Context: an optimization exercise on an open-source flow, tuned for small area and a short achievable clock period. The choices shown serve that exercise and are no tape-out recipe.
Function was checked by simulation only, so behaviour that the tests miss may differ from the original.
Power is estimated from default activity; no workload was simulated.

==> flow/design.v, too long to show whole: its modules and the start of the top module <==
// module rat_round: 3918 lines
module rat_round #(parameter WIDTH=32) (
        input clk,
        input rst,
        input [WIDTH-1:0] in_num,
        input [WIDTH-1:0] in_den,
        output wire [WIDTH-1:0] out_num,
        output wire [WIDTH-1:0] out_den,
        output wire rdy
    );
  // ...
==> flow/run.sh <==
#!/bin/bash
# synth_recipe.tcl (not shown) runs the flow's synth.tcl, then flattens the netlist and writes it again
# the make line also repeats each setting of config.mk as NAME=value (left out here)
make -C /OpenROAD-flow-scripts/flow DESIGN_CONFIG=/design/flow/config.mk WORK_HOME=/design/flow/orfs CLKGATE_MAP_FILE= SYNTH_SCRIPT=/design/flow/synth_recipe.tcl finish
==> flow/config.mk <==
export PLATFORM = sky130hd
export DESIGN_NAME = rat_round
export DESIGN_NICKNAME = rat_round
export VERILOG_FILES = /design/flow/design.v
export SDC_FILE = /design/flow/constraint.sdc
export NUM_CORES = 4
export LEC_CHECK = 0
export ABC_AREA = 1
export CAP_MARGIN = 20
export CORE_MARGIN = 2
export CORE_UTILIZATION = 40
export SLEW_MARGIN = 20
==> flow/constraint.sdc <==
create_clock -name core_clock -period 72.0 [get_ports {clk}]
set_input_delay 14.4000 -clock core_clock [delete_from_list [all_inputs] [get_ports {clk}]]
set_output_delay 14.4000 -clock core_clock [all_outputs]
set_load 0.01 [all_outputs]
==> results.txt, run 1 <==
- The inverter count is 749.
- The number of top-level pins is 131.
- On the worst path, the slowest cell contributes a delay of 0.96 ns.
- Of the total synthesized cell area, the portion taken by XOR and XNOR cells is 0.0808.
- The buffer depth of the longest clock path is 3.
- The largest fanout on the critical path is 24.
- The synthesized design contains 0 enable-type register cells.
- Measured in cells, the most critical reg-to-reg path has a length of 184.
- The class of the tightest hold or removal check is reg2reg.
- The placed instance area is 38300 um^2.
- The static power due to leakage is 0.0207 uW.
- Setup total negative slack on the finished layout was measured at 0 ns.
- For this run the aggregate overflow at the end of global routing stands at 0.
- The library cell used most frequently in the layout, excluding fill and tap cells, is sky130_fd_sc_hd__nand2_1.
- For the pin with the worst max-slew slack, the measured transition is 1.05 ns.
- The clock skew is 0.0318 ns.
- The count of multi-input gates is 4274.
- The flow ran to the end and the layout has no timing, DRC or antenna violations.
- The met2 track demand over resource is 0.391.
- The placement row count is 110.
- The family with the most delay on the worst path is simple AND/OR/NAND/NOR gates.
- The post-route core utilization is 0.440.
- The TritonCTS clock tree is done.
- The number of nets still failing antenna checks after routing is 0.
- Of the total synthesized cell area, the portion taken by AND, OR, NAND and NOR gates is 0.317.
- The group with the largest share of power is combinational cells.
- The library cell appearing most often on the critical path is sky130_fd_sc_hd__nand2_1.
- Entering global routing, the biggest net connects 58 pins.
==> inputs of run 2 (changes only) <==
--- a/flow/config.mk
+++ b/flow/config.mk
@@ -9,4 +9,4 @@
 export CAP_MARGIN = 20
 export CORE_MARGIN = 2
 export CORE_UTILIZATION = 40
-export SLEW_MARGIN = 20
+export SLEW_MARGIN = 80
==> results.txt, run 2 <==
- Result of the run: timing/DRC/antenna clean (unchanged).
- The number of setup buffers added after CTS came to 0 (unchanged).
- The buffer depth of the longest clock path is 3 (unchanged).
- The average routed wire per standard cell is 16.1 um (about the same).
- The total power per unit cell area is 30.0 nW/um^2 (was 30.3 nW/um^2).
- The family with the most delay on the worst path is simple AND/OR/NAND/NOR gates (unchanged).
- The number of max-capacitance violations reported is 0 (unchanged).
- The synthesized area divided by synthesized cell count was 6.76 um^2 (unchanged).
- The number of sinks handled by clock tree synthesis is 250 (unchanged).
- The pin count of the biggest net entering global routing is 40 (was 58).
- The die height is 305 um (unchanged).
- The biggest area consumer among synthesized cells is sky130_fd_sc_hd__ha_1 (unchanged).
- The x dimension of the die is 305 um (unchanged).
- Synth cell count leaders: sky130_fd_sc_hd__nand2_1 (1295), sky130_fd_sc_hd__inv_1 (720), sky130_fd_sc_hd__ha_1 (528) (unchanged).
- The DRC violations left is 0 (unchanged).
- The diode insertion count for antenna repair is 0 (unchanged).
- The total of buffers placed on input and output ports was 98 (unchanged).
- The clock skew is 0.0434 ns (was 0.0318 ns).
- The largest fanout on the critical path is 39 (was 24).
- The ratio of cells with drive above 1 in the final layout is 0.110 (was 0.0618).
- The library cell appearing most often on the critical path is sky130_fd_sc_hd__nand2_1 (unchanged).
- The capture endpoint of the worst hold path is b_n[5]$_DFF_P_ (unchanged).
- The setup TNS was 0 ns (unchanged).
- The final worst-path cycle share was 0.380 (was 0.426).
- The HPWL after detailed placement came to 90700 um (was 89600 um).
- The count of mapped cells out of synthesis is 5366 (unchanged).
- The classification of the worst setup path is reg2reg (unchanged).
- The total of fill cells in the finished design came to 9209 (was 9389).
- The worst hold slack is 0.314 ns (was 0.316 ns).
- The number of flops mapped to enable cells by yosys was 0 (unchanged).
- The most repeated cell in the gate-level netlist after synthesis is sky130_fd_sc_hd__nand2_1 (unchanged).
- The via count of the first global-routing pass came to 33200 (was 32500).
- The area of the mapped netlist is 36300 um^2 (unchanged).
- The setup slack on the worst flop-to-flop path was 44.65 ns (was 41.34 ns).
- The arrival time at the worst endpoint is 27.84 ns (was 31.16 ns).
- The cell at the root of the clock tree is sky130_fd_sc_hd__clkbuf_16 (unchanged).
- The clock-pin slew reported for the worst setup and hold paths after clock tree synthesis came to 0.06 ns (about the same).
- The count of vias placed by the detailed router is 34400 (was 33900).
- The launching instance or port of the critical path is b_d[1]$_DFF_P_ (was a_d[0]$_DFF_P_).
- The number of buffers inserted for hold repair after clock tree synthesis is 0 (unchanged).
- The share of the yosys chip area belonging to registers was 0.138 (unchanged).
- The hold path startpoint is a_n[5]$_DFF_P_ (unchanged).
- The number of pins with negative max-slew slack in the final report is 0 (unchanged).
- Most frequent cells in the layout: sky130_fd_sc_hd__nand2_1 (1286), sky130_fd_sc_hd__inv_1 (708), sky130_fd_sc_hd__ha_1 (527) (was sky130_fd_sc_hd__nand2_1 (1295), sky130_fd_sc_hd__inv_1 (720), sky130_fd_sc_hd__ha_1 (528)).
- The startpoint class of the critical path is a flip-flop (unchanged).
- The overall power consumption is 1250 uW (was 1200 uW).
- The final period demand of the worst path was 27.35 ns (was 30.66 ns).
- The layout overhead on the synthesized area is 14.7% (was 9.01%).
- The number of top-level pins is 131 (unchanged).
- The highest-delay cell along the critical path is sky130_fd_sc_hd__fa_1 (was sky130_fd_sc_hd__dfxtp_1).
- The post-synthesis cell type count is 77 (unchanged).
- The number of iterations in the first detailed-routing pass is 5 (unchanged).
- The die area was 93200 um^2 (unchanged).
- The kind of capture point of the worst setup path was a flip-flop (unchanged).
- The number of nets still failing antenna checks after routing is 0 (unchanged).
- The most common cell after layout, fill and taps aside is sky130_fd_sc_hd__nand2_1 (unchanged).
- The total core area is 90000 um^2 (unchanged).
- The maximum VDD drop is 0.0326 mV (was 0.0320 mV).
- The latest clock arrival within the worst-skew pair is 0.59 ns (was 0.58 ns).
- The effective utilization at floorplan is 0.403 (unchanged).
- The number of antenna violations at the first check in global routing is 1 (unchanged).
- The number of CTS-inserted buffers was 35 (unchanged).
- The H-tree level count is 2 (unchanged).
- The area share of the largest cell type after synthesis was 0.182 (unchanged).
- The count of yosys warnings during synthesis is 1 (unchanged).
- The fraction of registers with async set or reset after synthesis is 0 (unchanged).
- The number of hold-slack violations in the final timing report is 0 (unchanged).
- The static power due to leakage came to 0.0214 uW (was 0.0207 uW).
- The cell count of the worst reg-to-reg path was 181 (was 184).
- The final RePlAce weighted congestion came to 0.913 (unchanged).
- The post-cts gate resize count was 0 (unchanged).
- The critical register-to-register path endpoint is c_p[22]$_DFF_P_ (was b_p[15]$_DFF_P_).
- The combined buffer and inverter count along the critical path is 34 (was 23).
- The final-report setup violation count is 0 (unchanged).
- The highest clock frequency the design can meet is 0.0366 GHz (was 0.0326 GHz).
- The commonest register cell after synthesis is sky130_fd_sc_hd__dfxtp_1 (unchanged).
- The overall routed net length is 108000 um (was 107000 um).
- The class of the tightest hold or removal check was reg2reg (unchanged).
- Largest registers: a_d: 32 flops, b_d: 32 flops, c_d: 32 flops (unchanged).
- The start of the worst register-to-register path is b_d[1]$_DFF_P_ (was a_d[0]$_DFF_P_).
- The register bit total from synthesis is 250 (unchanged).
- The critical path data required time is 72.49 ns (was 72.50 ns).
- Unrepaired setup endpoints after global routing: false (unchanged).
- The placement row count is 110 (unchanged).
- The global-route wire length before repair is 175000 um (was 173000 um).
- The overall global routing resource usage is 0.233 (was 0.230).
- The number of DRC violations after detailed-routing iteration 0 is 1912 (was 1713).
- The layout net count is 6244 (was 6165).
- The count of cells along the worst hold path is 0 (unchanged).
- The stage delay of the slowest cell on the critical path is 0.49 ns (was 0.96 ns).
- The total overflow reported by the global router is 0 (unchanged).
- Area contributors post-synth: sky130_fd_sc_hd__ha_1 (18%), sky130_fd_sc_hd__dfxtp_1 (14%), sky130_fd_sc_hd__nand2_1 (13%) (unchanged).
- The TritonCTS clock tree is done (unchanged).
- The per-cell via count in the routed design came to 5.11 (was 5.10).
run 2: cell counts after synthesis:
No cell type changed its count.
run 2: kinds of logic (layout without fill, tap and decap cells):
family	count (synthesis)	in the layout	share of synthesized area
buffers and inverters	872	1025	0.0990
other	2	32	0.000207
DFF	250	250	0.138
xor gates and xnor gates	335	335	0.0808
AOI/OAI and AO/OA	700	700	0.111
muxes	5	5	0.00138
adders and majority gates	656	656	0.253
and+or+nand+nor	2546	2546	0.317
run 2: final cells by class:
type	count	area [um^2]	area share
Tap cell	1176	1470	0.0354
Clock buffer	45	963	0.0232
Sequential cell	250	5110	0.123
Timing Repair Buffer	212	1920	0.0462
Inverter	749	2860	0.0687
Multi-Input combinational cell	4274	29100	0.699
Clock inverter	19	208	0.00499
run 2: how the worst max path moves through the flow:
stage / endpoint / slack, ns / depth (start not counted)
2_1_floorplan: b_p[16]$_DFF_P_ / 48.64 / 176
3_3_place_gp: b_p[15]$_DFF_P_ / 41.60 / 179
3_5_place_dp: c_p[24]$_DFF_P_ / 44.79 / 181
4_1_cts: c_p[22]$_DFF_P_ / 44.68 / 181
5_1_grt: c_p[18]$_DFF_P_ / 41.69 / 185
6_report: c_p[22]$_DFF_P_ / 44.65 / 181
run 2: power by group:
| part | internal [uW] | total (uW) | switching (uW) |
|---|---|---|---|
| clock network | 103 | 177 | 73.8 |
| logic | 362 | 895 | 533 |
| registers | 158 | 178 | 20.4 |
run 2: per-layer routing:
metal	vias to the layer above	track usage	part of all wire	wire length [um]
met3	162	0.0216	0.039	4200
met2	647	0.392	0.46	49300
met1	15800	0.315	0.47	51200
li1	17800	-	-	-
met4	2	0.0693	0.030	3270
met5	-	0	0.00012	13
run 2: per-stage QoR:
step,setup slack (ns),area (um^2),cells,utilization
after floorplan,48.64,36400,5396,-
after global placement,41.60,38300,6582,0.426
after detailed placement,44.79,39900,6647,0.443
after CTS,44.68,41000,6711,0.456
after global routing,41.69,41600,6725,0.462
final,44.65,41600,6725,0.462

[separate check: timing with driven ports]
How much do the figures lean on ideal ports? The routed layouts below were timed once more, with nothing changed but the port constraints.
Step 1: set_driving_cell puts a clkbuf_16 on clk and a buf_2 on each other input, an assumption about the parent block.
Step 2 times the ports against the registers' clock, not the clock port: input delays grow and output delays shrink by t, the midpoint of the rising clock arrivals with the driver on.
a / b / c = ideal ports / drivers / drivers and shift; a / b = the first two.
| run | shift t [ns] | slack for setup (ns) | hold slack, ns | clock arrival spread, ns | cell pins on the clock port's net |
|---|---|---|---|---|---|
| run 1 | 0.637 | 41.336 / 41.336 / 41.336 | 0.316 / 0.316 / 0.316 | 0.035 / 0.035 | 1 |
| run 2 | 0.641 | 44.651 / 44.651 / 44.651 | 0.314 / 0.314 / 0.314 | 0.046 / 0.046 | 1 |
After both steps every run listed still meets setup and hold.
